What follows belongs to an exercise in optimizing a design on an open flow for small area, a short achievable clock period and few clock cycles; a production flow would make more cautious choices. RTL that was checked went through simulation tests only; none was proved equivalent to the original. Function not checked in run 4: the RTL went through the layout flow alone. Power figures rest on the tool's default switching activity, not on a simulated workload.

## flow/config.mk

```make
export PLATFORM = sky130hd
export DESIGN_NAME = cpu_hazard
export DESIGN_NICKNAME = cpu_hazard
export VERILOG_FILES = /design/flow/design.v
export SDC_FILE = /design/flow/constraint.sdc
export NUM_CORES = 4
export LEC_CHECK = 0
export CAP_MARGIN = 20
export CORE_MARGIN = 2
export CORE_UTILIZATION = 40
export SETUP_SLACK_MARGIN = 2.6
export SLEW_MARGIN = 20
```

## flow/constraint.sdc

```tcl
create_clock -name core_clock -period 6.0 [get_ports {clk}]
set_input_delay 1.2000 -clock core_clock [delete_from_list [all_inputs] [get_ports {clk}]]
set_output_delay 1.2000 -clock core_clock [all_outputs]
set_load 0.01 [all_outputs]
```

## flow/design.v

```verilog
`timescale 1ns / 1ps
module cpu_hazard(input wire clk,
           input wire rst,
           input wire enable,
           input wire start,
           output wire d_we,
           output wire [7:0] i_addr,
           output wire [7:0] d_addr,
           input  wire [15:0] i_datain,
           input  wire [15:0] d_datain,
           output wire [15:0] d_dataout,
           output wire busy
    );
    function automatic [7:0] add8(input [7:0] x, input [7:0] y);
      reg [7:0] p, g, t, gg, tt;
      integer d, i;
      begin
        p = x ^ y;
        g = x & y;
        t = x | y;
        gg = g;
        tt = t;
        for (d = 1; d < 8; d = d * 2)
          for (i = 7; i >= d; i = i - 1)
          begin
            if (d == 1 && i == 1)
              gg[1] = g[1] | ((t[1] & x[0]) & y[0]);
            else
              gg[i] = gg[i] | (tt[i] & gg[i - d]);
            tt[i] = tt[i] & tt[i - d];
          end
        add8 = p ^ {gg[6:0], 1'b0};
      end
    endfunction
    function automatic [7:0] inc8(input [7:0] x);
      integer i;
      begin
        for (i = 0; i < 8; i = i + 1)
          inc8[i] = x[i] ^ ((i == 0) ? 1'b1 : &(x | ~((8'd1 << i) - 8'd1)));
      end
    endfunction
    function automatic [15:0] rev16(input [15:0] x);
      integer i;
      for (i = 0; i < 16; i = i + 1) rev16[i] = x[15 - i];
    endfunction
    reg state;
    reg [7:0] pc;
    reg [15:0] gr [0:7];       
    reg [7:0]  vld;            
    reg zf, nf, cf;
    reg [15:0] ex_a;           
    reg [15:0] ex_b;           
    reg [3:0]  ex_sh;          
    reg [7:0]  ex_wsel;        
    reg        ex_load;
    reg        ex_store;
    reg        ex_flags;       
    reg        ex_sub;         
    reg        ex_cin;         
    reg        ex_sra;         
    reg        ex_s_add, ex_s_and, ex_s_or, ex_s_xor, ex_s_shr, ex_s_shl;
    assign i_addr = pc;
    assign busy = state;
    wire ex = state & enable;
    wire cin = ex_cin;
    wire [15:0] ap = ex_a ^ ex_b;
    wire [15:0] ag = ex_a & ex_b;
    wire [15:0] ao = ex_a | ex_b;
    reg [15:0] kg, kt;
    integer d, i;
    always @(*)
    begin
      kg = ag;
      kt = ao;
      for (d = 1; d < 16; d = d * 2)
        for (i = 15; i >= d; i = i - 1)
        begin
          kg[i] = kg[i] | (kt[i] & kg[i - d]);
          kt[i] = kt[i] & kt[i - d];
        end
    end
    wire [16:0] carry = {kg | (kt & {16{cin}}), cin};
    wire [15:0] sum = ap ^ carry[15:0];
    wire alu_cf = ex_sub ? ~carry[16] : carry[16];
    wire alu_zf = (ap == {ao[14:0], cin});
    wire alu_nf = sum[15];
    wire fill = ex_sra & ex_a[15];
    reg [15:0] sx, sy;
    integer sk, si;
    always @(*)
    begin
      sx = ex_a;
      for (sk = 0; sk < 4; sk = sk + 1)
      begin
        for (si = 0; si < 16; si = si + 1)
          sy[si] = (ex_s_shl & ex_sh[sk] & ((si >= (1 << sk)) ? sx[(si - (1 << sk)) & 15] : 1'b0))
                 | (ex_s_shr & ex_sh[sk] & ((si + (1 << sk) <= 15) ? sx[(si + (1 << sk)) & 15] : fill))
                 | (~ex_sh[sk] & sx[si]);
        sx = sy;
      end
    end
    wire [15:0] wd = ({16{ex_s_add}} & sum) | ({16{ex_s_and}} & ag) | ({16{ex_s_or}} & ao)
                   | ({16{ex_s_xor}} & ap) | ({16{ex_s_shr | ex_s_shl}} & sx) | ({16{ex_load}} & d_datain);
    wire [3:0] da_p = ex_a[3:0] ^ ex_sh;
    wire [3:0] da_g = ex_a[3:0] & ex_sh;
    wire [3:0] da_t = ex_a[3:0] | ex_sh;
    wire da_c1 = da_g[0];
    wire da_c2 = da_g[1] | ((da_t[1] & ex_a[0]) & ex_sh[0]);
    wire da_c3 = da_g[2] | (da_t[2] & da_g[1]) | (da_t[2] & da_t[1] & da_g[0]);
    wire da_c4 = da_g[3] | (da_t[3] & da_g[2]) | (da_t[3] & da_t[2] & da_g[1])
               | (da_t[3] & da_t[2] & da_t[1] & da_g[0]);
    wire [3:0] da_hi = ex_a[7:4];
    wire [3:0] da_inc = {da_hi[3] ^ (&da_hi[2:0]), da_hi[2] ^ (&da_hi[1:0]), da_hi[1] ^ da_hi[0], ~da_hi[0]};
    assign d_addr = {da_c4 ? da_inc : da_hi, da_p ^ {da_c3, da_c2, da_c1, 1'b0}};
    assign d_dataout = ex_b;
    assign d_we = ex_store;
    wire zf_n = ex_flags ? alu_zf : zf;
    wire nf_n = ex_flags ? alu_nf : nf;
    wire cf_n = ex_flags ? alu_cf : cf;
    always @(posedge clk or negedge rst)
    begin
      if (!rst)
      begin
        zf <= 1'b0;
        nf <= 1'b0;
        cf <= 1'b0;
      end
      else
      begin
        zf <= zf_n;
        nf <= nf_n;
        cf <= cf_n;
      end
    end
    integer k;
    always @(posedge clk)
    begin
      for (k = 0; k < 8; k = k + 1)
        if (ex_wsel[k])
          gr[k] <= wd;
    end
    always @(posedge clk or negedge rst)
    begin
      if (!rst) vld <= 8'b0;
      else vld <= vld | ex_wsel;
    end
    wire [4:0] op = i_datain[15:11];
    wire [2:0] rd = i_datain[10:8];
    wire [2:0] r1 = i_datain[6:4];
    wire [2:0] r2 = i_datain[2:0];
    wire [7:0] imm8 = i_datain[7:0];
    wire [3:0] imm4 = i_datain[3:0];
    wire op_halt  = (op == 5'b00001);
    wire op_load  = (op == 5'b00010);
    wire op_store = (op == 5'b00011);
    wire op_shl   = (op == 5'b00100) || (op == 5'b00101);
    wire op_srl   = (op == 5'b00110);
    wire op_sra   = (op == 5'b00111);
    wire op_and   = (op == 5'b01101);
    wire op_or    = (op == 5'b01110);
    wire op_xor   = (op == 5'b01111);
    wire op_ldih  = (op == 5'b10000);
    wire op_imm   = (op == 5'b01001) || (op == 5'b01011);
    wire op_sub   = (op == 5'b01010) || (op == 5'b01011) || (op == 5'b01100) || (op == 5'b10010);
    wire op_addc  = (op == 5'b10001);
    wire op_subc  = (op == 5'b10010);
    wire op_jump  = (op == 5'b11000);
    wire op_br    = (op[4:3] == 2'b11) && !op_jump;   
    wire op_arith = (op == 5'b01000) || (op == 5'b01001) || (op == 5'b01010) || (op == 5'b01011) || (op == 5'b01100)
                 || (op == 5'b10000) || (op == 5'b10001) || (op == 5'b10010);
    wire wr_reg   = op_load || op_shl || op_srl || op_sra || op_and || op_or || op_xor
                 || (op_arith && op != 5'b01100);
    wire a_is_rd  = op_imm || op_ldih;
    wire [7:0] o_rd = 8'd1 << rd;
    wire [7:0] o_r1 = 8'd1 << r1;
    wire [7:0] o_r2 = 8'd1 << r2;
    wire [7:0] s_a = a_is_rd ? o_rd : o_r1;
    wire b_imm = op_ldih || op_imm;
    wire [7:0] s_b = b_imm ? 8'b0 : op_store ? o_rd : o_r2;
    wire [7:0] e_a = s_a & vld;
    wire [7:0] e_b = s_b & vld;
    wire [7:0] e_t = o_rd & vld;
    reg [15:0] g_a, g_b;
    reg [7:0] g_t;
    integer m;
    always @(*)
    begin
      g_a = 16'b0;
      g_b = 16'b0;
      g_t = 8'b0;
      for (m = 0; m < 8; m = m + 1)
      begin
        g_a = g_a | (gr[m] & {16{e_a[m]}});
        g_b = g_b | (gr[m] & {16{e_b[m]}});
        g_t = g_t | (gr[m][7:0] & {8{e_t[m]}});
      end
    end
    wire a_fwd = |(s_a & ex_wsel);
    wire [15:0] a_next = a_fwd ? wd : g_a;
    wire b_fwd = |(s_b & ex_wsel);
    wire [15:0] b_reg = {16{op_sub}} ^ (g_b | ({16{op_ldih}} & {imm8, 8'b0}) | ({16{op_imm}} & {8'b0, imm8}));
    wire [15:0] b_wd = {16{op_sub}} ^ wd;
    wire [15:0] b_next = b_fwd ? b_wd : b_reg;
    wire br_stall = op_br && |(o_rd & ex_wsel);
    wire [7:0] target = add8(g_t, imm8);
    wire sel_z = (op[2:1] == 2'b01);
    wire sel_n = (op[2:1] == 2'b10);
    wire sel_c = (op[2:1] == 2'b11);
    wire t_reg = ((sel_z & zf) | (sel_n & nf) | (sel_c & cf)) ^ op[0];
    wire t_alu = ((sel_z & alu_zf) | (sel_n & alu_nf) | (sel_c & alu_cf)) ^ op[0];
    wire taken = (op[2:1] == 2'b00) | (ex_flags ? t_alu : t_reg);
    wire go = ex && !br_stall;      
    always @(posedge clk or negedge rst)
    begin
      if (!rst) state <= 1'b0;
      else if (!state) state <= enable & start;
      else state <= enable & ~op_halt;
    end
    wire [7:0] pc_seq = !go ? pc : op_jump ? imm8 : op_halt ? pc : inc8(pc);
    wire take = go && op_br && taken;
    always @(posedge clk or negedge rst)
    begin
      if (!rst) pc <= 8'b0;
      else pc <= take ? target : pc_seq;
    end
    always @(posedge clk or negedge rst)
    begin
      if (!rst)
      begin
        ex_wsel <= 8'b0;
        ex_load <= 1'b0;
        ex_store <= 1'b0;
        ex_flags <= 1'b0;
      end
      else
      begin
        ex_wsel <= (go && wr_reg) ? o_rd : 8'b0;
        ex_load <= go && op_load;
        ex_store <= go && op_store;
        ex_flags <= go && op_arith;
      end
    end
    always @(posedge clk)
    begin
      ex_sub <= op_sub;
      ex_cin <= op_sub ? ~(op_subc & cf_n) : (op_addc & cf_n);
      ex_sra <= op_sra;
      ex_s_add <= op_arith;
      ex_s_and <= op_and;
      ex_s_or <= op_or;
      ex_s_xor <= op_xor;
      ex_s_shr <= op_srl || op_sra;
      ex_s_shl <= op_shl;
      ex_sh <= imm4;
      ex_a <= a_next;
      ex_b <= b_next;
    end
endmodule
```

## flow/flow/run.sh

```bash
#!/bin/bash
# Layout flow: the standard ORFS flow (standard synthesis, floorplan, power grid,
# placement, CTS, routing) with these changes to how the layout is made:
#  - ports are buffered with a plain buffer (buf_4) instead of the delay cell the
#    platform picks by default;
#  - the resizer may change a cell to any equivalent cell, not only one with the
#    same footprint (MATCH_CELL_FOOTPRINT=0);
#  - clock tree synthesis adds no dummy load cells (the standard CTS arguments
#    plus -dont_use_dummy_load),
#    with clusters of up to 20 sinks within 200 um.
# ORFS writes each step's full log under orfs/logs; make's own output goes to flow.log.
set -euo pipefail
bash standard.sh MATCH_CELL_FOOTPRINT=0 \
  "BUFFER_PORTS_ARGS=-buffer_cell sky130_fd_sc_hd__buf_4" \
  "CTS_ARGS=-sink_clustering_enable -repair_clock_nets -dont_use_dummy_load -sink_clustering_size 20 -sink_clustering_max_diameter 200" \
  finish > flow.log 2>&1
```

## flow/standard.sh

```bash
#!/bin/bash
# synth_recipe.tcl (not shown) runs the flow's synth.tcl, then flattens the netlist and writes it again
# the make line also repeats each setting of config.mk as NAME=value (left out here)
make -C /OpenROAD-flow-scripts/flow DESIGN_CONFIG=/design/flow/config.mk WORK_HOME=/design/flow/orfs CLKGATE_MAP_FILE= SYNTH_SCRIPT=/design/flow/synth_recipe.tcl "${@:-finish}"
```

==> results of run 1 <==
[tightest hold or removal path: stages (launching register included)]
cell	delay, ns
dfrtp_1	0.38
inv_1	0.05
mux2i_1	0.05
[final cells by class]
type / instances / share of cell area, %
multi-input combinational: 955 / 47.9
timing repair buffer: 142 / 7.67
tap: 442 / 3.59
inverter: 93 / 2.43
clock buffer: 14 / 2.27
sequential: 204 / 36.2
[cell families after synthesis]
kind of cell             Yosys count  synth area share (%)
multiplexers                      47                  3.73
AO/OA/AOI/OAI                    449                  25.4
buffers and inverters            197                  6.02
AND/OR/NAND/NOR                  341                  13.7
XOR/XNOR                          58                  3.82
flip-flops                       204                  41.5
adder cells (fa/ha/maj)           60                  5.71
[registers in the layout, indices dropped and copies added, names as in the netlist, 4 cells and up]
| signal | count |
|---|---|
| gr | 128 |
| ex_a | 16 |
| ex_b | 16 |
| ex_wsel | 8 |
| pc | 8 |
| vld | 8 |
| ex_sh | 4 |
[report_power, final]
group          internal [mW]  switching, mW  leakage (nW)
clock network          0.416          0.457         0.173
registers               1.63          0.174          1.96
logic                  0.541          0.751          3.62
[Yosys cell counts, types with 23 or more instances]
cell type,number,area (um2)
a21oi_1,50,250
a22oi_1,141,1060
buf_2,23,115
clkbuf_1,69,259
dfrtp_1,31,776
dfxtp_1,45,901
edfxtp_1,128,3840
ha_1,59,738
inv_1,89,334
mux2i_1,27,270
nand2_1,67,251
nand3_1,29,145
nand4_1,25,156
nor2_1,74,278
nor3_1,24,120
o21ai_0,46,230
xnor2_1,31,272
xor2_1,27,236
[metrics by stage]
| step | hold slack (ns) | total power, mW | area (um2) | instances |
|---|---|---|---|---|
| 6_report | 0.521 | 3.97 | 15400 | 1850 |
| 5_1_grt | 0.545 | 4.15 | 15400 | 1850 |
| 4_1_cts | 0.526 | 3.90 | 15000 | 1826 |
| 3_5_place_dp | 0.502 | 2.98 | 14100 | 1788 |
| 3_3_place_gp | 0.497 | 2.97 | 14100 | 1788 |
| 2_1_floorplan | 0.459 | 2.52 | 13400 | 1356 |
[per-layer routing]
metal | global-route usage, % | wire length [um] | share of wire (%)
met1 | 38.3 | 20300 | 40
met2 | 44.5 | 22000 | 44
met3 | 4.96 | 5190 | 10
met4 | 13.3 | 2720 | 5.4
met5 | 0 | 0 | 0
[timing repair]
action,in CTS,in global routing
buffers inserted,22,24
gates resized for setup,80,61
endpoints found under the setup margin,104,66
pin swaps,14,14
cloned,2,0
[worst paths after layout]
check,start,cells after the start,endpoint,slack [ns]
min in group asynchronous,rst,1,ex_wsel[5]$_DFF_PN0_,0.63
hold reg to reg,zf$_DFFE_PN0P_,2,zf$_DFFE_PN0P_,0.52
max in group asynchronous,rst,1,zf$_DFFE_PN0P_,5.03
hold / removal,zf$_DFFE_PN0P_,2,zf$_DFFE_PN0P_,0.52
setup reg to reg,ex_s_shr$_DFF_P_,10,ex_b[13]$_DFF_P_,2.64
setup / recovery,ex_s_shr$_DFF_P_,10,ex_b[13]$_DFF_P_,2.64
==> flow_metrics.env, run 1 <==
export IMPL_cts_max_level=1
export IMPL_routed_wl_mm=50.2
export IMPL_critical_path_slowest_cell="dfxtp_2"
export IMPL_finalCriticalPeriod_ns=3.36
export IMPL_diodes=0
export IMPL_power_leakage_nw=5.75
export IMPL_critPathKind="register to register"
export IMPL_setup_worst_path_end_class="register"
export IMPL_holdBufCountCts=0
export IMPL_placementRows=66
export IMPL_fillers=3051
export IMPL_power_density_nw_per_um2=258
export IMPL_ys_warnings_count=2
export IMPL_top_level_ports=70
export IMPL_worst_pin_slew_ns=1.11
export IMPL_mean_cell_area_of_the_mapped_netlist_um2=9.80
export IMPL_cts_tree="yes"
export IMPL_numCtsBuffers=14
export IMPL_drc=0
export IMPL_totalNegativeSetupSlack_ns=0
export IMPL_multiInputGateArea_um2=7380
export IMPL_io_buffer_count=69
export IMPL_detailedRoute_firstPassIterationCount=8
export IMPL_worstPathRequired_ns=6.35
export IMPL_critical_path_max_fanout=16
export IMPL_mappedNetlistNets=1452
export IMPL_timing_critical_path_slowest_cell_delay_ns=0.59
export IMPL_grt_start_max_net_pins=32
export IMPL_wire_length_of_the_first_global_routing_pass_mm=72.9
export IMPL_clock_path_buffers=3
export IMPL_detail_route_iter0_violations=2013
export IMPL_syn_instance_count=1356
export IMPL_synthDistinctLibCells=95
export IMPL_cap_viol_max_count=0
export IMPL_postLayoutCoreUtil_pct=47.2
export IMPL_dieHeight_um=186
export IMPL_clock_sinks=204
export IMPL_ant_nets=0
export IMPL_number_of_synthesized_flops_with_an_enable_pin=128
export IMPL_critPathBufInv=1
export IMPL_synth_cell_area_um2=13300
export IMPL_minimum_setup_slack_in_the_final_design_ns=2.64
export IMPL_clk_latency_ns=0.50
export IMPL_antenna_found_initial=0
export IMPL_post_route_cells_drive_above_1_share_pct=22.2
export IMPL_max_vdd_ir_drop_uv=168
export IMPL_synth_async_sr_flop_share_pct=15.2
export IMPL_rsz0062_at_grt="true"
export IMPL_clock_skew_ns=0.0439
export IMPL_grt_overflow=0
export IMPL_final_min_period_over_clock_period_pct=56.0
export IMPL_finish_net_count=1506
export IMPL_drt_vias_per_instance=6.63
export IMPL_coreArea_um2=32600
export IMPL_worst_endpoint_arrival_ns=3.72
export IMPL_fp_dieArea_um2=34700
export IMPL_floorplan_die_width_um=186
export IMPL_cpLargestDelayFamily="compound AO/OA/AOI/OAI gates"
export IMPL_worstPathCellList="buf_4 -> a22oi_1 -> a211o_1 -> a31oi_2 -> a221oi_1 -> o31ai_1 -> o311a_1 -> a311o_1 -> mux2_2 -> xnor2_1"
export IMPL_area_growth_synth_to_final_pct=16.0
export IMPL_start_kind="register"
export IMPL_grt_util_all_layers_pct=28.4
export IMPL_seq_total_area_yosys_pct=41.5
export IMPL_mostFrequentLayoutCell="a22oi_1"
export IMPL_initial_core_util_pct=40.7
export IMPL_final_max_slew_viol_count=0
export IMPL_place_ws_ns=1.48
export IMPL_hold_path_class="register to register"
export IMPL_post_drt_wl_per_cell_um=27.2
export IMPL_most_common_layout_cells="a22oi_1, buf_4, edfxtp_1"
export IMPL_finalSetupViolCount=0
export IMPL_fmaxAchievable_mhz=297
export IMPL_finalHoldViolCount=0
export IMPL_synth_ff_type="edfxtp_1"
export IMPL_slew_limit_headroom_pct=25.8
export IMPL_cts_root_buffer="clkbuf_16"
export IMPL_via_count=12300
export IMPL_place_congestion=0.940
export IMPL_hpwl_mm=34.1
export IMPL_area_sequential_um2=5570
export IMPL_ys_seq_elements=204
export IMPL_grt_pass1_vias=11500
export IMPL_path_clk_slew_ns=0.08
export IMPL_run_status="finished clean"
Testbench counts, summed over its fixed seeds: cycles 82,400.
==> run 2, diff against run 1 <==
--- a/flow/config.mk
+++ b/flow/config.mk
@@ -9,4 +9,4 @@
 export CORE_MARGIN = 2
 export CORE_UTILIZATION = 40
-export SETUP_SLACK_MARGIN = 2.6
+export SETUP_SLACK_MARGIN = 2.4
 export SLEW_MARGIN = 20
==> run 2 against run 1 <==
Effect of this change:
- via count down 2.7%
- critical path depth increased by 2
- combinational power decreased by 5%
- sequential power about the same
- clock-buffer cell count unchanged
- setup slack lost 0.21 ns
- clock power shrank 0.5%
- power is 2.3% lower
- area after synthesis is the same
- final area fell by 4.7%
- flip-flop and latch count unchanged
- critical path type is now primary input to register
==> flow_metrics.env, run 2 <==
export IMPL_post_synth_top_area_fraction_pct=28.9
export IMPL_synth_compound_area_share_pct=25.4
export IMPL_worstPathCellList="buf_4 -> and3b_1 -> o21a_2 -> buf_4 -> nor4_1 -> a21oi_1 -> nor2b_2 -> buf_4 -> a22oi_1 -> nand4_1 -> nor2_1 -> a21oi_1"
export IMPL_grt_pass1_vias=11200
export IMPL_detailedRoute_firstPassIterationCount=9
export IMPL_synthDistinctLibCells=95
export IMPL_power_density_nw_per_um2=264
export IMPL_worstHoldPathCells=2
export IMPL_ys_warnings_count=2
export IMPL_worst_pin_slew_ns=1.12
export IMPL_cell_with_the_most_instances_on_the_worst_path="buf_4"
export IMPL_worstPathRequired_ns=6.37
export IMPL_r2r_slack_ns=2.50
export IMPL_most_common_layout_cells="a22oi_1, edfxtp_1, buf_4"
export IMPL_top_level_ports=70
export IMPL_finalCriticalPeriod_ns=3.57
export IMPL_ant_nets=0
export IMPL_rsz0062_at_grt="false"
export IMPL_critical_path_slowest_cell="nor2b_2"
export IMPL_synth_top_cells_by_area="edfxtp_1, a22oi_1, dfxtp_1, dfrtp_1, ha_1"
export IMPL_cts_max_level=1
export IMPL_yosysMostFrequentCell="a22oi_1"
export IMPL_area_growth_synth_to_final_pct=10.6
export IMPL_biggestRegsByFlops="gr (128), ex_a (16), ex_b (16)"
export IMPL_clock_sinks=204
export IMPL_floorplan_die_width_um=186
export IMPL_finish_net_count=1464
export IMPL_multiInputGateArea_um2=7120
export IMPL_via_count=11900
export IMPL_drc=0
export IMPL_fillers=3098
export IMPL_regToRegStartpoint="ex_s_shr$_DFF_P_"
export IMPL_critPathBufInv=3
export IMPL_drt_vias_per_instance=6.60
export IMPL_io_buffer_count=69
export IMPL_design_area_um2=14700
export IMPL_synth_top_family_by_area="compound AO/OA/AOI/OAI gates"
export IMPL_max_vdd_ir_drop_uv=151
export IMPL_top_register="gr"
export IMPL_largest_register_ff_count=128
export IMPL_clock_skew_ns=0.0454
export IMPL_ys_seq_elements=204
export IMPL_synth_top_cells_by_count="a22oi_1, edfxtp_1, inv_1, nor2_1, clkbuf_1"
export IMPL_path_clk_slew_ns=0.09
export IMPL_post_route_cells_drive_above_1_share_pct=17.0
export IMPL_place_congestion=0.989
export IMPL_seq_total_area_yosys_pct=41.5
export IMPL_synth_ff_type="edfxtp_1"
export IMPL_synthMuxAreaShare_pct=3.73
export IMPL_synth_cell_area_um2=13300
export IMPL_placement_cell_area_um2=14100
export IMPL_critPathKind="primary input to register"
export IMPL_final_max_slew_viol_count=0
export IMPL_coreArea_um2=32600
export IMPL_postLayoutCoreUtil_pct=45.0
export IMPL_grt_util_all_layers_pct=27.5
export IMPL_grt_overflow=0
export IMPL_mostFrequentLayoutCell="a22oi_1"
export IMPL_wire_length_of_the_first_global_routing_pass_mm=71.4
export IMPL_post_synth_fa_ha_maj_area_fraction_pct=5.71
export IMPL_minimum_setup_slack_in_the_final_design_ns=2.43
export IMPL_cpLargestDelayFamily="simple AND/OR/NAND/NOR gates"
export IMPL_clk_latency_ns=0.49
export IMPL_r2r_end="gr[3][4]$_DFFE_PP_"
export IMPL_number_of_synthesized_flops_with_an_enable_pin=128
export IMPL_setup_worst_path_end_class="register"
export IMPL_timing_critical_path_slowest_cell_delay_ns=0.64
export IMPL_power_leakage_nw=5.45
export IMPL_slew_limit_headroom_pct=25.6
export IMPL_holdCritStartpoint="zf$_DFFE_PN0P_"
export IMPL_antenna_found_initial=0
export IMPL_run_status="finished clean"
export IMPL_synth_simple_gate_area_share_pct=13.7
export IMPL_hpwl_mm=33.4
export IMPL_cts_tree="yes"
export IMPL_placementRows=66
export IMPL_synth_async_sr_flop_share_pct=15.2
export IMPL_cts_root_buffer="clkbuf_16"
export IMPL_clock_path_buffers=3
export IMPL_cap_viol_max_count=0
export IMPL_detail_route_iter0_violations=1917
export IMPL_mean_cell_area_of_the_mapped_netlist_um2=9.80
export IMPL_holdBufCountCts=0
export IMPL_syn_instance_count=1356
export IMPL_finalSetupViolCount=0
export IMPL_timing_reg2reg_worst_path_depth=9
export IMPL_mappedNetlistNets=1452
export IMPL_fmaxAchievable_mhz=280
export IMPL_final_min_period_over_clock_period_pct=59.5
export IMPL_synth_xor_area_share_pct=3.82
export IMPL_grt_start_max_net_pins=35
export IMPL_hold_end="zf$_DFFE_PN0P_"
export IMPL_start_kind="primary input"
export IMPL_finalHoldViolCount=0
export IMPL_diodes=0
export IMPL_numCtsBuffers=14
export IMPL_dieHeight_um=186
export IMPL_yosys_area_top_type="edfxtp_1"
export IMPL_routed_wl_mm=48.3
export IMPL_totalNegativeSetupSlack_ns=0
export IMPL_initial_core_util_pct=40.7
export IMPL_worst_endpoint_arrival_ns=3.94
export IMPL_post_drt_wl_per_cell_um=26.7
export IMPL_area_sequential_um2=5540
export IMPL_critical_path_max_fanout=14
export IMPL_hold_path_class="register to register"
export IMPL_place_ws_ns=1.49
export IMPL_fp_dieArea_um2=34700
[run 2: worst max path at each step]
stage                              to              from  cells after the start
floorplan           pc[5]$_DFFE_PN0P_       i_datain[9]                     15
global placement     ex_a[15]$_DFF_P_      i_datain[15]                      7
detailed placement   ex_a[15]$_DFF_P_      i_datain[15]                      7
CTS                         d_addr[5]  ex_sh[0]$_DFF_P_                      9
global route                d_addr[5]  ex_sh[2]$_DFF_P_                      9
finish                ex_a[4]$_DFF_P_      i_datain[15]                     12
[run 2: area by class of cell]
class,instances,share of cell area (%)
multi-input cells,955,48.5
flip-flops and latches,204,37.7
repair buffers,100,5.19
well taps,442,3.76
inverters,93,2.45
clock buffers,14,2.38
[run 2: metal layers]
metal	GRT usage (%)	wire (um)
met1	37.6	19900
met2	41.7	20800
met3	6.41	5350
met4	12.3	2260
met5	0	0
[run 2: through the flow]
| step | hold WS, ns | instances | power, mW |
|---|---|---|---|
| floorplan | 0.459 | 1356 | 2.52 |
| global placement | 0.497 | 1782 | 2.97 |
| detailed placement | 0.496 | 1782 | 2.98 |
| CTS | 0.521 | 1796 | 3.85 |
| global route | 0.546 | 1808 | 4.05 |
| finish | 0.533 | 1808 | 3.88 |
[run 2: logic make-up after synthesis]
| family | after synthesis |
|---|---|
| flops | 204 |
| mux | 47 |
| fa+ha+maj | 60 |
| compound gates | 449 |
| xor+xnor | 58 |
| simple gates | 341 |
| buf+inv | 197 |
[run 2: where the power goes]
group | total [mW] | internal, mW | switching (mW) | leakage (nW)
clock | 0.869 | 0.416 | 0.453 | 0.173
combinational | 1.23 | 0.490 | 0.736 | 3.33
sequential | 1.79 | 1.63 | 0.156 | 1.95
[run 2: timing repair]
action	CTS	global route
resized for setup	26	39
pin swaps	0	6
endpoints found under the setup margin	86	63
setup buffers	0	12
[run 2: worst min-delay path: stages, from the launching register on]
cell     delay [ns]
dfrtp_1        0.38
inv_1          0.05
mux2i_1        0.06
==> run 3, diff against run 2 <==
--- a/flow/config.mk
+++ b/flow/config.mk
@@ -9,4 +9,4 @@
 export CORE_MARGIN = 2
 export CORE_UTILIZATION = 40
-export SETUP_SLACK_MARGIN = 2.4
+export SETUP_SLACK_MARGIN = 2.5
 export SLEW_MARGIN = 20
==> run 3 against run 2 <==
Effect of this change:
- global-route usage increased by 0.072 points
- synthesized cell count unchanged
- largest cell class unchanged
- still clean
- first-iteration DRC count grew 8.2%
==> flow_metrics.env, run 3 <==
export IMPL_wl_met1_mm=20.4
export IMPL_initial_core_util_pct=40.7
export IMPL_mostFrequentLayoutCell="a22oi_1"
export IMPL_fillers=3025
export IMPL_detail_route_iter0_violations=2074
export IMPL_cts_tree="yes"
export IMPL_slew_limit_headroom_pct=19.5
export IMPL_hold_path_class="register to register"
export IMPL_wire_length_of_the_first_global_routing_pass_mm=71.4
export IMPL_design_area_um2=15000
export IMPL_path_clk_slew_ns=0.09
export IMPL_drc=0
export IMPL_clock_skew_ns=0.0511
export IMPL_final_min_period_over_clock_period_pct=57.2
export IMPL_hpwl_mm=34.0
export IMPL_top_register="gr"
export IMPL_clock_path_buffers=3
export IMPL_critPathKind="register to output pin"
export IMPL_detailedRoute_firstPassIterationCount=10
export IMPL_max_vdd_ir_drop_uv=144
export IMPL_via_count=12000
export IMPL_clk_latency_ns=0.48
export IMPL_synthDistinctLibCells=95
export IMPL_top_level_ports=70
export IMPL_fmaxAchievable_mhz=291
export IMPL_worstPathRequired_ns=4.80
export IMPL_numCtsBuffers=14
export IMPL_ys_warnings_count=2
export IMPL_syn_instance_count=1356
export IMPL_fp_dieArea_um2=34700
export IMPL_timing_reg2reg_worst_path_depth=9
export IMPL_number_of_synthesized_flops_with_an_enable_pin=128
export IMPL_rsz0062_at_grt="true"
export IMPL_wl_met3_mm=4.86
export IMPL_post_route_cells_drive_above_1_share_pct=18.9
export IMPL_placementRows=66
export IMPL_regToRegStartpoint="ex_a[12]$_DFF_P_"
export IMPL_power_leakage_nw=5.60
export IMPL_setup_worst_path_end_class="output pin"
export IMPL_placement_cell_area_um2=14100
export IMPL_grt_start_max_net_pins=40
export IMPL_cts_root_buffer="clkbuf_16"
export IMPL_cap_viol_max_count=0
export IMPL_yosys_area_top_type="edfxtp_1"
export IMPL_critical_path_max_fanout=6
export IMPL_ant_nets=0
export IMPL_place_detailed_instances=1784
export IMPL_post_drt_wl_per_cell_um=26.9
export IMPL_clock_sinks=204
export IMPL_power_density_nw_per_um2=261
export IMPL_place_congestion=0.941
export IMPL_hold_end="nf$_DFFE_PN0P_"
export IMPL_postLayoutCoreUtil_pct=45.9
export IMPL_route_met2_wl_mm=21.4
export IMPL_biggestRegsByFlops="gr (128), ex_a (16), ex_b (16)"
export IMPL_final_non_filler_cell_total=1825
export IMPL_most_common_layout_cells="a22oi_1, edfxtp_1, buf_4"
export IMPL_cts_max_level=1
export IMPL_floorplan_die_width_um=186
export IMPL_worst_pin_slew_ns=1.21
export IMPL_grt_overflow=0
export IMPL_holdBufCountCts=0
export IMPL_drt_vias_per_instance=6.58
export IMPL_totalNegativeSetupSlack_ns=0
export IMPL_finalCriticalPeriod_ns=3.43
export IMPL_highest_metal_layer_used_by_the_detailed_router="met4"
export IMPL_worst_endpoint_arrival_ns=2.23
export IMPL_largest_register_ff_count=128
export IMPL_io_buffer_count=69
export IMPL_antenna_found_initial=0
export IMPL_mean_cell_area_of_the_mapped_netlist_um2=9.80
export IMPL_coreArea_um2=32600
export IMPL_diodes=0
export IMPL_run_status="finished clean"
export IMPL_final_max_slew_viol_count=0
export IMPL_start_kind="register"
export IMPL_dieHeight_um=186
export IMPL_synth_async_sr_flop_share_pct=15.2
export IMPL_finalSetupViolCount=0
export IMPL_worstHoldPathCells=1
export IMPL_r2r_slack_ns=2.57
export IMPL_seq_total_area_yosys_pct=41.5
export IMPL_finalHoldViolCount=0
export IMPL_grt_util_all_layers_pct=27.6
export IMPL_yosysMostFrequentCell="a22oi_1"
export IMPL_mappedNetlistNets=1452
export IMPL_ys_seq_elements=204
export IMPL_post_synth_top_area_fraction_pct=28.9
export IMPL_routed_wl_mm=49.1
export IMPL_synth_top_cells_by_area="edfxtp_1, a22oi_1, dfxtp_1, dfrtp_1, ha_1"
export IMPL_synth_top_cells_by_count="a22oi_1, edfxtp_1, inv_1, nor2_1, clkbuf_1"
export IMPL_finish_net_count=1481
export IMPL_synth_ff_type="edfxtp_1"
export IMPL_r2r_end="pc[0]$_DFFE_PN0P_"
export IMPL_grt_pass1_vias=11300
export IMPL_area_growth_synth_to_final_pct=12.7
export IMPL_holdCritStartpoint="nf$_DFFE_PN0P_"
export IMPL_synth_cell_area_um2=13300
==> run 3: layout make-up <==
| type | instances | area [um2] | share of cell area, % |
|---|---|---|---|
| multi-input cells | 955 | 7230 | 48.3 |
| clock buffers | 14 | 350 | 2.34 |
| repair buffers | 117 | 936 | 6.25 |
| inverters | 93 | 363 | 2.42 |
| well taps | 442 | 553 | 3.69 |
| flip-flops and latches | 204 | 5550 | 37.0 |
==> run 3: kinds of logic (layout without fill, tap and decap cells) <==
| logic type | count (synthesis) | count (layout) | synth area share, % |
|---|---|---|---|
| AO/OA/AOI/OAI | 449 | 449 | 25.4 |
| buffers and inverters | 197 | 224 | 6.02 |
| XOR/XNOR | 58 | 58 | 3.82 |
| adder cells (fa/ha/maj) | 60 | 60 | 5.71 |
| multiplexers | 47 | 47 | 3.73 |
| AND/OR/NAND/NOR | 341 | 341 | 13.7 |
| flip-flops | 204 | 204 | 41.5 |
==> run 3: power by group <==
| part | leakage [nW] | switching [mW] | internal [mW] |
|---|---|---|---|
| Sequential | 1.95 | 0.164 | 1.63 |
| Clock | 0.173 | 0.457 | 0.417 |
| Combinational | 3.47 | 0.737 | 0.509 |
==> run 3: worst max path at each step <==
stage                              endpoint  depth (start not counted)       startpoint
final                             d_addr[5]                         10  ex_a[1]$_DFF_P_
after global placement     ex_a[10]$_DFF_P_                          7     i_datain[15]
after detailed placement    ex_a[5]$_DFF_P_                          8     i_datain[15]
after CTS                  ex_a[15]$_DFF_P_                         11  ex_a[6]$_DFF_P_
after global routing      pc[5]$_DFFE_PN0P_                         16     i_datain[10]
after floorplan           pc[5]$_DFFE_PN0P_                         15      i_datain[9]
==> run 3: stage by stage <==
stage | hold slack, ns | power (mW) | setup slack (ns)
2_1_floorplan | 0.459 | 2.52 | 2.24
3_3_place_gp | 0.498 | 2.97 | 1.48
3_5_place_dp | 0.509 | 2.98 | 1.48
4_1_cts | 0.535 | 3.86 | 2.50
5_1_grt | 0.553 | 4.09 | 2.47
6_report | 0.535 | 3.91 | 2.57
==> run 3: layer usage <==
layer | GRT usage, % | vias up
met1 | 37.7 | 5814
met5 | 0.286 | -
li1 | - | 5262
met3 | 4.75 | 150
met2 | 42.8 | 777
met4 | 12.9 | 0
==> run 3: what timing repair did <==
action / in CTS / in global routing
gates cloned: 0 / 1
resized for setup: 49 / 43
buffers inserted: 6 / 20
pin swaps: 4 / 10
setup endpoints to repair: 96 / 102
==> run 3: worst max-delay path, stage by stage (launching register included) <==
cell     delay [ns]
dfxtp_2        0.41
inv_4          0.13
ha_1           0.16
inv_1          0.06
a21oi_2        0.12
nor2_1         0.06
nor2_2         0.11
nor2_1         0.07
nor2_2         0.14
mux2_2         0.35
buf_4          0.14
==> run 4, diff against run 3 <==
--- a/flow/design.v
+++ b/flow/design.v
@@ -171,5 +171,5 @@
     wire wr_reg   = op_load || op_shl || op_srl || op_sra || op_and || op_or || op_xor
                  || (op_arith && op != 5'b01100);
-    wire a_is_rd  = op_imm || op_ldih;
+    wire a_is_rd  = op_imm || op_ldih || (op[4:3] == 2'b11);   
     wire [7:0] o_rd = 8'd1 << rd;
     wire [7:0] o_r1 = 8'd1 << r1;
@@ -180,7 +180,5 @@
     wire [7:0] e_a = s_a & vld;
     wire [7:0] e_b = s_b & vld;
-    wire [7:0] e_t = o_rd & vld;
     reg [15:0] g_a, g_b;
-    reg [7:0] g_t;
     integer m;
     always @(*)
@@ -188,10 +186,8 @@
       g_a = 16'b0;
       g_b = 16'b0;
-      g_t = 8'b0;
       for (m = 0; m < 8; m = m + 1)
       begin
         g_a = g_a | (gr[m] & {16{e_a[m]}});
         g_b = g_b | (gr[m] & {16{e_b[m]}});
-        g_t = g_t | (gr[m][7:0] & {8{e_t[m]}});
       end
     end
@@ -203,5 +199,5 @@
     wire [15:0] b_next = b_fwd ? b_wd : b_reg;
     wire br_stall = op_br && |(o_rd & ex_wsel);
-    wire [7:0] target = add8(g_t, imm8);
+    wire [7:0] target = add8(g_a[7:0], imm8);
     wire sel_z = (op[2:1] == 2'b01);
     wire sel_n = (op[2:1] == 2'b10);
==> run 4 against run 3 <==
Effect of this change:
- clock power fell by 0.8%
- die area is 1.6% lower
- final cell count is 1.5% higher
- routed wire length fell by 3.7%
- hold slack better by 0.026 ns
- final area grew 4.0%
- largest power group unchanged
==> flow_metrics.env, run 4 <==
export IMPL_run_status="finished clean"
export IMPL_synth_top_family_by_area="compound AO/OA/AOI/OAI gates"
export IMPL_number_of_synthesized_flops_with_an_enable_pin=128
export IMPL_grt_util_all_layers_pct=27.3
export IMPL_ant_nets=0
export IMPL_synth_async_sr_flop_share_pct=15.2
export IMPL_synthMuxAreaShare_pct=3.80
export IMPL_seq_total_area_yosys_pct=42.2
export IMPL_hold_path_class="register to register"
export IMPL_ys_seq_elements=204
export IMPL_placementRows=66
export IMPL_syn_instance_count=1325
export IMPL_drc=0
export IMPL_power_leakage_nw=6.14
export IMPL_postLayoutCoreUtil_pct=48.1
export IMPL_cts_max_level=1
export IMPL_holdBufCountCts=0
export IMPL_grt_overflow=0
export IMPL_area_growth_synth_to_final_pct=19.1
export IMPL_synthDistinctLibCells=92
export IMPL_minimum_setup_slack_in_the_final_design_ns=2.22
export IMPL_top_level_ports=70
export IMPL_drt_vias_per_instance=6.36
export IMPL_fmaxAchievable_mhz=264
export IMPL_critical_path_max_fanout=6
export IMPL_cts_root_buffer="clkbuf_16"
export IMPL_power_density_nw_per_um2=257
export IMPL_final_max_slew_viol_count=0
export IMPL_finalCriticalPeriod_ns=3.78
export IMPL_clock_power_share_pct=21.6
export IMPL_top_register="gr"
export IMPL_totalNegativeSetupSlack_ns=0
export IMPL_switchingPower_mw=1.37
export IMPL_via_count=11800
export IMPL_synth_top_cells_by_count="edfxtp_1, inv_1, nand2_1, nor2_1, a22oi_1"
export IMPL_most_common_layout_cells="buf_4, edfxtp_1, nand2_1, nor2_1"
export IMPL_grt_pass1_vias=11100
export IMPL_post_synth_top_area_fraction_pct=29.4
export IMPL_routed_wl_mm=47.2
export IMPL_synth_compound_area_share_pct=24.9
export IMPL_wire_length_of_the_first_global_routing_pass_mm=70.3
export IMPL_post_synth_fa_ha_maj_area_fraction_pct=5.51
export IMPL_dieHeight_um=185
export IMPL_yosys_area_top_type="edfxtp_1"
export IMPL_coreArea_um2=32400
export IMPL_detail_route_iter0_violations=1469
export IMPL_io_buffer_count=69
export IMPL_initial_core_util_pct=40.4
export IMPL_finalHoldViolCount=0
export IMPL_yosysMostFrequentCell="edfxtp_1"
export IMPL_synth_simple_gate_area_share_pct=14.4
export IMPL_synth_xor_area_share_pct=3.75
export IMPL_mostFrequentLayoutCell="buf_4"
export IMPL_grt_start_max_net_pins=42
export IMPL_largest_register_ff_count=128
export IMPL_post_route_cells_drive_above_1_share_pct=22.9
export IMPL_clk_latency_ns=0.49
export IMPL_total_power_mw=4.01
export IMPL_synth_ff_type="edfxtp_1"
export IMPL_mean_cell_area_of_the_mapped_netlist_um2=9.86
export IMPL_rsz0062_at_grt="true"
export IMPL_whs_ns=0.560
export IMPL_mappedNetlistNets=1418
export IMPL_fillers=3027
export IMPL_clock_path_buffers=3
export IMPL_multiInputGateArea_um2=7380
export IMPL_area_sequential_um2=5530
export IMPL_synth_cell_area_um2=13100
export IMPL_post_drt_wl_per_cell_um=25.5
export IMPL_start_kind="primary input"
export IMPL_hpwl_mm=32.6
export IMPL_cts_tree="yes"
export IMPL_cap_viol_max_count=0
export IMPL_path_clk_slew_ns=0.09
export IMPL_clock_skew_ns=0.0500
export IMPL_numCtsBuffers=14
export IMPL_diodes=0
export IMPL_floorplan_die_width_um=185
export IMPL_slew_limit_headroom_pct=20.3
export IMPL_final_min_period_over_clock_period_pct=63.1
export IMPL_setup_worst_path_end_class="register"
export IMPL_worst_pin_slew_ns=1.19
export IMPL_switching_share_pct=34.3
export IMPL_finish_net_count=1506
export IMPL_antenna_found_initial=0
export IMPL_place_congestion=0.968
export IMPL_power_frac_comb_pct=34.1
export IMPL_holdCritStartpoint="zf$_DFFE_PN0P_"
export IMPL_worstPathRequired_ns=6.39
export IMPL_detailedRoute_firstPassIterationCount=5
export IMPL_critPathKind="primary input to register"
export IMPL_max_vdd_ir_drop_uv=154
export IMPL_ys_warnings_count=2
export IMPL_biggestRegsByFlops="gr (128), ex_a (16), ex_b (16)"
export IMPL_crit_path_start="i_datain[11]"
export IMPL_fp_dieArea_um2=34100
export IMPL_place_ws_ns=1.09
export IMPL_power_sequential_fraction_pct=44.3
export IMPL_synth_top_cells_by_area="edfxtp_1, dfxtp_1, dfrtp_1, ha_1, a22oi_1"
export IMPL_finalSetupViolCount=0
export IMPL_clock_sinks=204
export IMPL_internal_power_component_mw=2.63
export IMPL_regToRegStartpoint="ex_s_shr$_DFF_P_"
export IMPL_worst_endpoint_arrival_ns=4.17
-- run 4: changes by cell type after synthesis, sizes merged, moves of 14 or more --
| cell | previous run | this run |
|---|---|---|
| a221oi | 21 | 43 |
| a22oi | 141 | 78 |
| nand2 | 67 | 84 |
| a22o | 17 | 32 |
| o211ai | 9 | 23 |
-- run 4: routing by layer --
layer  vias to the layer above  share of wire, %  GRT usage (%)
met2                       694                47           45.2
met3                       127               8.3           3.62
li1                       5268                 -              -
met4                         0               4.5           11.7
met1                      5698                40           36.0
met5                         -                 0              0
-- run 4: timing repair --
item,CTS,global route
resized for setup,85,67
setup endpoints to repair,88,80
cloned,4,1
pin swaps,29,31
buffers inserted,45,13
-- run 4: area by class of cell --
| type | instances | area share [%] |
|---|---|---|
| clock buffer | 14 | 2.25 |
| tap | 442 | 3.55 |
| sequential | 204 | 35.5 |
| timing repair buffer | 161 | 9.09 |
| timing repair inverter | 1 | 0.0482 |
| inverter | 86 | 2.15 |
| multi-input combinational | 945 | 47.4 |
-- run 4: through the flow --
| stage | area, um2 | std cells |
|---|---|---|
| 2_1_floorplan | 13300 | 1325 |
| 3_3_place_gp | 14100 | 1776 |
| 3_5_place_dp | 14100 | 1776 |
| 4_1_cts | 15200 | 1839 |
| 5_1_grt | 15600 | 1853 |
| 6_report | 15600 | 1853 |
-- run 4: cells by family after synthesis --
group                      count (synthesis)
xor gates and xnor gates                  56
DFF                                      204
buffers and inverters                    177
and+or+nand+nor                          356
adders and majority gates                 57
AOI/OAI and AO/OA                        428
muxes                                     47
-- run 4: power groups by stage --
stage	logic, mW	registers, mW	clock network, mW
4_1_cts	1.29	1.77	0.891
2_1_floorplan	0.794	1.76	0
6_report	1.37	1.77	0.866
3_5_place_dp	1.21	1.80	0
5_1_grt	1.48	1.78	0.936
3_3_place_gp	1.20	1.80	0
-- run 4: worst paths after layout --
path,endpoint,slack [ns],depth (start not counted)
hold reg to reg,zf$_DFFE_PN0P_,0.56,2
max in group asynchronous,vld[1]$_DFF_PN0_,4.97,1
setup / recovery,pc[3]$_DFFE_PN0P_,2.22,14
min in group asynchronous,ex_wsel[3]$_DFF_PN0_,0.64,1
hold / removal,zf$_DFFE_PN0P_,0.56,2
setup reg to reg,ex_a[11]$_DFF_P_,2.61,11
-- run 4: worst max-delay path, cell delays in order --
cell      delay [ns]
buf_12          0.11
or4b_4          0.57
nand4_1         0.14
o21ai_1         0.10
buf_6           0.13
a2111o_1        0.45
or3_4           0.38
ha_4            0.19
nor3_2          0.16
a21o_1          0.16
nor2_1          0.05
xnor2_1         0.16
mux2i_1         0.09
mux2_2          0.26
==> run 5, diff against run 4 <==
--- a/flow/design.v
+++ b/flow/design.v
@@ -171,5 +171,5 @@
     wire wr_reg   = op_load || op_shl || op_srl || op_sra || op_and || op_or || op_xor
                  || (op_arith && op != 5'b01100);
-    wire a_is_rd  = op_imm || op_ldih || (op[4:3] == 2'b11);   
+    wire a_is_rd  = op_imm || op_ldih;
     wire [7:0] o_rd = 8'd1 << rd;
     wire [7:0] o_r1 = 8'd1 << r1;
@@ -180,5 +180,7 @@
     wire [7:0] e_a = s_a & vld;
     wire [7:0] e_b = s_b & vld;
+    wire [7:0] e_t = o_rd & vld;
     reg [15:0] g_a, g_b;
+    reg [7:0] g_t;
     integer m;
     always @(*)
@@ -186,8 +188,10 @@
       g_a = 16'b0;
       g_b = 16'b0;
+      g_t = 8'b0;
       for (m = 0; m < 8; m = m + 1)
       begin
         g_a = g_a | (gr[m] & {16{e_a[m]}});
         g_b = g_b | (gr[m] & {16{e_b[m]}});
+        g_t = g_t | (gr[m][7:0] & {8{e_t[m]}});
       end
     end
@@ -199,5 +203,5 @@
     wire [15:0] b_next = b_fwd ? b_wd : b_reg;
     wire br_stall = op_br && |(o_rd & ex_wsel);
-    wire [7:0] target = add8(g_a[7:0], imm8);
+    wire [7:0] target = add8(g_t, imm8);
     wire sel_z = (op[2:1] == 2'b01);
     wire sel_n = (op[2:1] == 2'b10);
==> flow/flow/run.sh (replaced) <==
#!/bin/bash
# Layout flow: the standard ORFS flow (standard synthesis, floorplan, power grid,
# placement, CTS, routing) with these changes to how the layout is made:
#  - ports are buffered with a plain buffer (buf_2) instead of the delay cell the
#    platform picks by default;
#  - the resizer may change a cell to any equivalent cell, not only one with the
#    same footprint (MATCH_CELL_FOOTPRINT=0);
#  - clock tree synthesis adds no dummy load cells (the standard CTS arguments
#    plus -dont_use_dummy_load).
# ORFS writes each step's full log under orfs/logs; make's own output goes to flow.log.
set -euo pipefail
bash standard.sh MATCH_CELL_FOOTPRINT=0 \
  "BUFFER_PORTS_ARGS=-buffer_cell sky130_fd_sc_hd__buf_2" \
  "CTS_ARGS=-sink_clustering_enable -repair_clock_nets -dont_use_dummy_load" \
  finish > flow.log 2>&1
==> run 5 against run 4 <==
Effect of this change:
- final cell count down 0.54%
- highest routed layer unchanged
- hold slack got worse by 0.031 ns
- global-route usage rose by 0.73 points
- combinational power decreased by about 10%
- via count up 1.9%
- clock power is 35% higher
- largest cell class unchanged
- still clean
==> flow_metrics.env, run 5 <==
export IMPL_final_min_period_over_clock_period_pct=57.2
export IMPL_seq_total_area_yosys_pct=41.5
export IMPL_routed_wl_mm=49.4
export IMPL_diodes=0
export IMPL_ys_warnings_count=2
export IMPL_cts_root_buffer="clkbuf_16"
export IMPL_ys_seq_elements=204
export IMPL_fmaxAchievable_mhz=292
export IMPL_clk_latency_ns=0.52
export IMPL_cts_tree="yes"
export IMPL_clock_skew_ns=0.0262
export IMPL_ant_nets=0
export IMPL_whs_ns=0.529
export IMPL_setup_worst_path_end_class="register"
export IMPL_worstPathRequired_ns=6.44
export IMPL_timing_critical_path_slowest_cell_delay_ns=0.60
export IMPL_hold_path_class="register to register"
export IMPL_worstPathCellList="buf_6 -> a22oi_1 -> a21oi_1 -> nand2_1 -> a31oi_1 -> a21oi_1 -> a211oi_1 -> a2111oi_2 -> inv_1 -> mux2_2"
export IMPL_crit_path_start="ex_s_shr$_DFF_P_"
export IMPL_run_status="finished clean"
export IMPL_dieHeight_um=186
export IMPL_post_route_cells_drive_above_1_share_pct=19.9
export IMPL_slew_limit_headroom_pct=19.6
export IMPL_grt_overflow=0
export IMPL_post_synth_top_area_fraction_pct=28.9
export IMPL_numCtsBuffers=23
export IMPL_r2r_slack_ns=2.57
export IMPL_clock_path_buffers=3
export IMPL_start_kind="register"
export IMPL_rsz0062_at_grt="true"
export IMPL_r2r_end="ex_a[7]$_DFF_P_"
export IMPL_syn_instance_count=1356
export IMPL_finalHoldViolCount=0
export IMPL_via_count=12000
export IMPL_detail_route_iter0_violations=2073
export IMPL_synth_async_sr_flop_share_pct=15.2
export IMPL_finalCriticalPeriod_ns=3.43
export IMPL_worst_endpoint_arrival_ns=3.87
export IMPL_grt_pass1_vias=11400
export IMPL_grt_util_all_layers_pct=28.1
export IMPL_cts_max_level=1
export IMPL_place_congestion=0.987
export IMPL_critPathBufInv=2
export IMPL_critical_path_max_fanout=39
export IMPL_final_max_slew_viol_count=0
export IMPL_cpLargestDelayFamily="compound AO/OA/AOI/OAI gates"
export IMPL_critPathKind="register to register"
export IMPL_totalNegativeSetupSlack_ns=0
export IMPL_regToRegStartpoint="ex_s_shr$_DFF_P_"
export IMPL_post_drt_wl_per_cell_um=26.8
export IMPL_io_buffer_count=69
export IMPL_power_leakage_nw=5.70
export IMPL_mean_cell_area_of_the_mapped_netlist_um2=9.80
export IMPL_largest_register_ff_count=128
export IMPL_synthDistinctLibCells=95
export IMPL_max_vdd_ir_drop_uv=166
export IMPL_critical_path_slowest_cell="dfxtp_1"
export IMPL_synth_top_cells_by_area="edfxtp_1, a22oi_1, dfxtp_1, dfrtp_1, ha_1"
export IMPL_finish_net_count=1499
export IMPL_synth_cell_area_um2=13300
export IMPL_cap_viol_max_count=0
export IMPL_coreArea_um2=32600
export IMPL_worst_pin_slew_ns=1.21
export IMPL_placementRows=66
export IMPL_critical_path_depth=10
export IMPL_fillers=3044
export IMPL_grt_start_max_net_pins=42
export IMPL_detailedRoute_firstPassIterationCount=7
export IMPL_initial_core_util_pct=40.7
export IMPL_top_level_ports=70
export IMPL_clock_sinks=204
export IMPL_synth_top_cells_by_count="a22oi_1, edfxtp_1, inv_1, nor2_1, clkbuf_1"
export IMPL_drc=0
export IMPL_holdBufCountCts=0
export IMPL_antenna_found_initial=0
export IMPL_fp_dieArea_um2=34700
export IMPL_yosys_area_top_type="edfxtp_1"
export IMPL_biggestRegsByFlops="gr (128), ex_a (16), ex_b (16)"
export IMPL_finalSetupViolCount=0
export IMPL_yosysMostFrequentCell="a22oi_1"
export IMPL_floorplan_die_width_um=186
export IMPL_area_growth_synth_to_final_pct=13.7
export IMPL_cell_with_the_most_instances_on_the_worst_path="a21oi_1"
export IMPL_timing_reg2reg_worst_path_depth=10
export IMPL_mappedNetlistNets=1452
export IMPL_synth_ff_type="edfxtp_1"
export IMPL_mostFrequentLayoutCell="a22oi_1"
export IMPL_number_of_synthesized_flops_with_an_enable_pin=128
export IMPL_endpoint="ex_a[7]$_DFF_P_"
export IMPL_power_density_nw_per_um2=277
export IMPL_drt_vias_per_instance=6.52
export IMPL_wire_length_of_the_first_global_routing_pass_mm=72.5
export IMPL_path_clk_slew_ns=0.06
export IMPL_most_common_layout_cells="a22oi_1, edfxtp_1, inv_1"
export IMPL_hpwl_mm=33.8
export IMPL_top_register="gr"
[run 5: cell type report]
cell class	instances	area [um2]	share of cell area [%]
clock buffer	23	576	3.81
tap	442	553	3.66
inverter	93	374	2.48
multi-input combinational	955	7240	47.9
sequential	204	5550	36.7
timing repair buffer	126	823	5.45
[run 5: power breakdown]
group          switching, mW  internal, mW
Sequential             0.156          1.63
Clock                  0.498         0.669
Combinational          0.752         0.475
Total                   1.41          2.78
[run 5: worst min path at each step]
stage | from | end | slack (ns) | depth (start not counted)
floorplan | vld[4]$_DFF_PN0_ | vld[4]$_DFF_PN0_ | 0.46 | 1
global placement | nf$_DFFE_PN0P_ | nf$_DFFE_PN0P_ | 0.49 | 1
detailed placement | vld[7]$_DFF_PN0_ | vld[7]$_DFF_PN0_ | 0.51 | 1
CTS | zf$_DFFE_PN0P_ | zf$_DFFE_PN0P_ | 0.53 | 2
global route | cf$_DFF_PN0_ | cf$_DFF_PN0_ | 0.54 | 1
finish | nf$_DFFE_PN0P_ | nf$_DFFE_PN0P_ | 0.53 | 1
[run 5: stage by stage]
step	util, %	instance area, um2	setup slack (ns)	std cells	power, mW
global placement	42.7	13900	1.56	1785	2.93
global route	46.3	15100	2.46	1843	4.36
floorplan	-	13400	2.24	1356	2.52
finish	46.3	15100	2.57	1843	4.19
detailed placement	42.7	13900	1.53	1785	2.94
CTS	45.2	14800	2.46	1818	4.14
[run 5: kinds of logic (layout without fill, tap and decap cells)]
family          Yosys count  in the layout  synth area share (%)
xor+xnor                 58             58                  3.82
fa+ha+maj                60             60                  5.71
buf+inv                 197            242                  6.02
simple gates            341            341                  13.7
mux                      47             47                  3.73
compound gates          449            449                  25.4
flops                   204            204                  41.5
[run 5: per-layer routing]
metal | GRT usage, % | up-vias | share of wire [%]
met5 | 0 | - | 0
li1 | - | 5283 | -
met3 | 5.04 | 184 | 10
met1 | 38.4 | 5776 | 41
met2 | 42.9 | 767 | 43
met4 | 13.7 | 0 | 5.3
[run 5: repair_timing]
action,4_1_cts,5_1_grt
pin swaps,4,10
resized for setup,62,43
endpoints found under the setup margin,105,77
buffers inserted,10,25
endpoints found under the hold margin,0,0
Testbench counts of run 5, summed over its fixed seeds: cycles 82,400.

-- re-timing with driven ports --
The flow's constraints put no driver on any port. The routed layouts listed below were extracted and timed again, unchanged, in two steps.
Step 1 sets driving cells, clkbuf_16 on the clock port and buf_2 on the other inputs (assumed; they add their load-dependent delay and slew).
Step 2 times the ports against the registers' clock, not the clock port: input delays grow and output delays shrink by t, the midpoint of the rising clock arrivals with the driver on.
a / b / c = ideal ports / drivers / drivers and shift; a / b = the first two.
| run | t, ns | slack for setup (ns) | clock arrival spread, ns | slew at the worst register clock pin (ns) | pins driven straight from the clock port |
|---|---|---|---|---|---|
| run 1 | 0.521 | 2.637 / 2.618 / 2.144 | 0.044 / 0.044 | 0.10 / 0.10 | 1 |
| run 2 | 0.520 | 2.430 / 2.436 / 1.917 | 0.046 / 0.047 | 0.10 / 0.10 | 1 |
| run 3 | 0.512 | 2.569 / 2.515 / 2.092 | 0.051 / 0.051 | 0.09 / 0.09 | 1 |
| run 4 | 0.517 | 2.216 / 2.133 / 1.616 | 0.050 / 0.050 | 0.09 / 0.09 | 1 |
| run 5 | 0.556 | 2.570 / 2.559 / 2.060 | 0.028 / 0.028 | 0.06 / 0.06 | 1 |
After both steps every run listed still meets setup and hold. The setup slack of run 4, which loses most, moves by -0.083 ns with the drivers and by -0.600 ns with both steps.
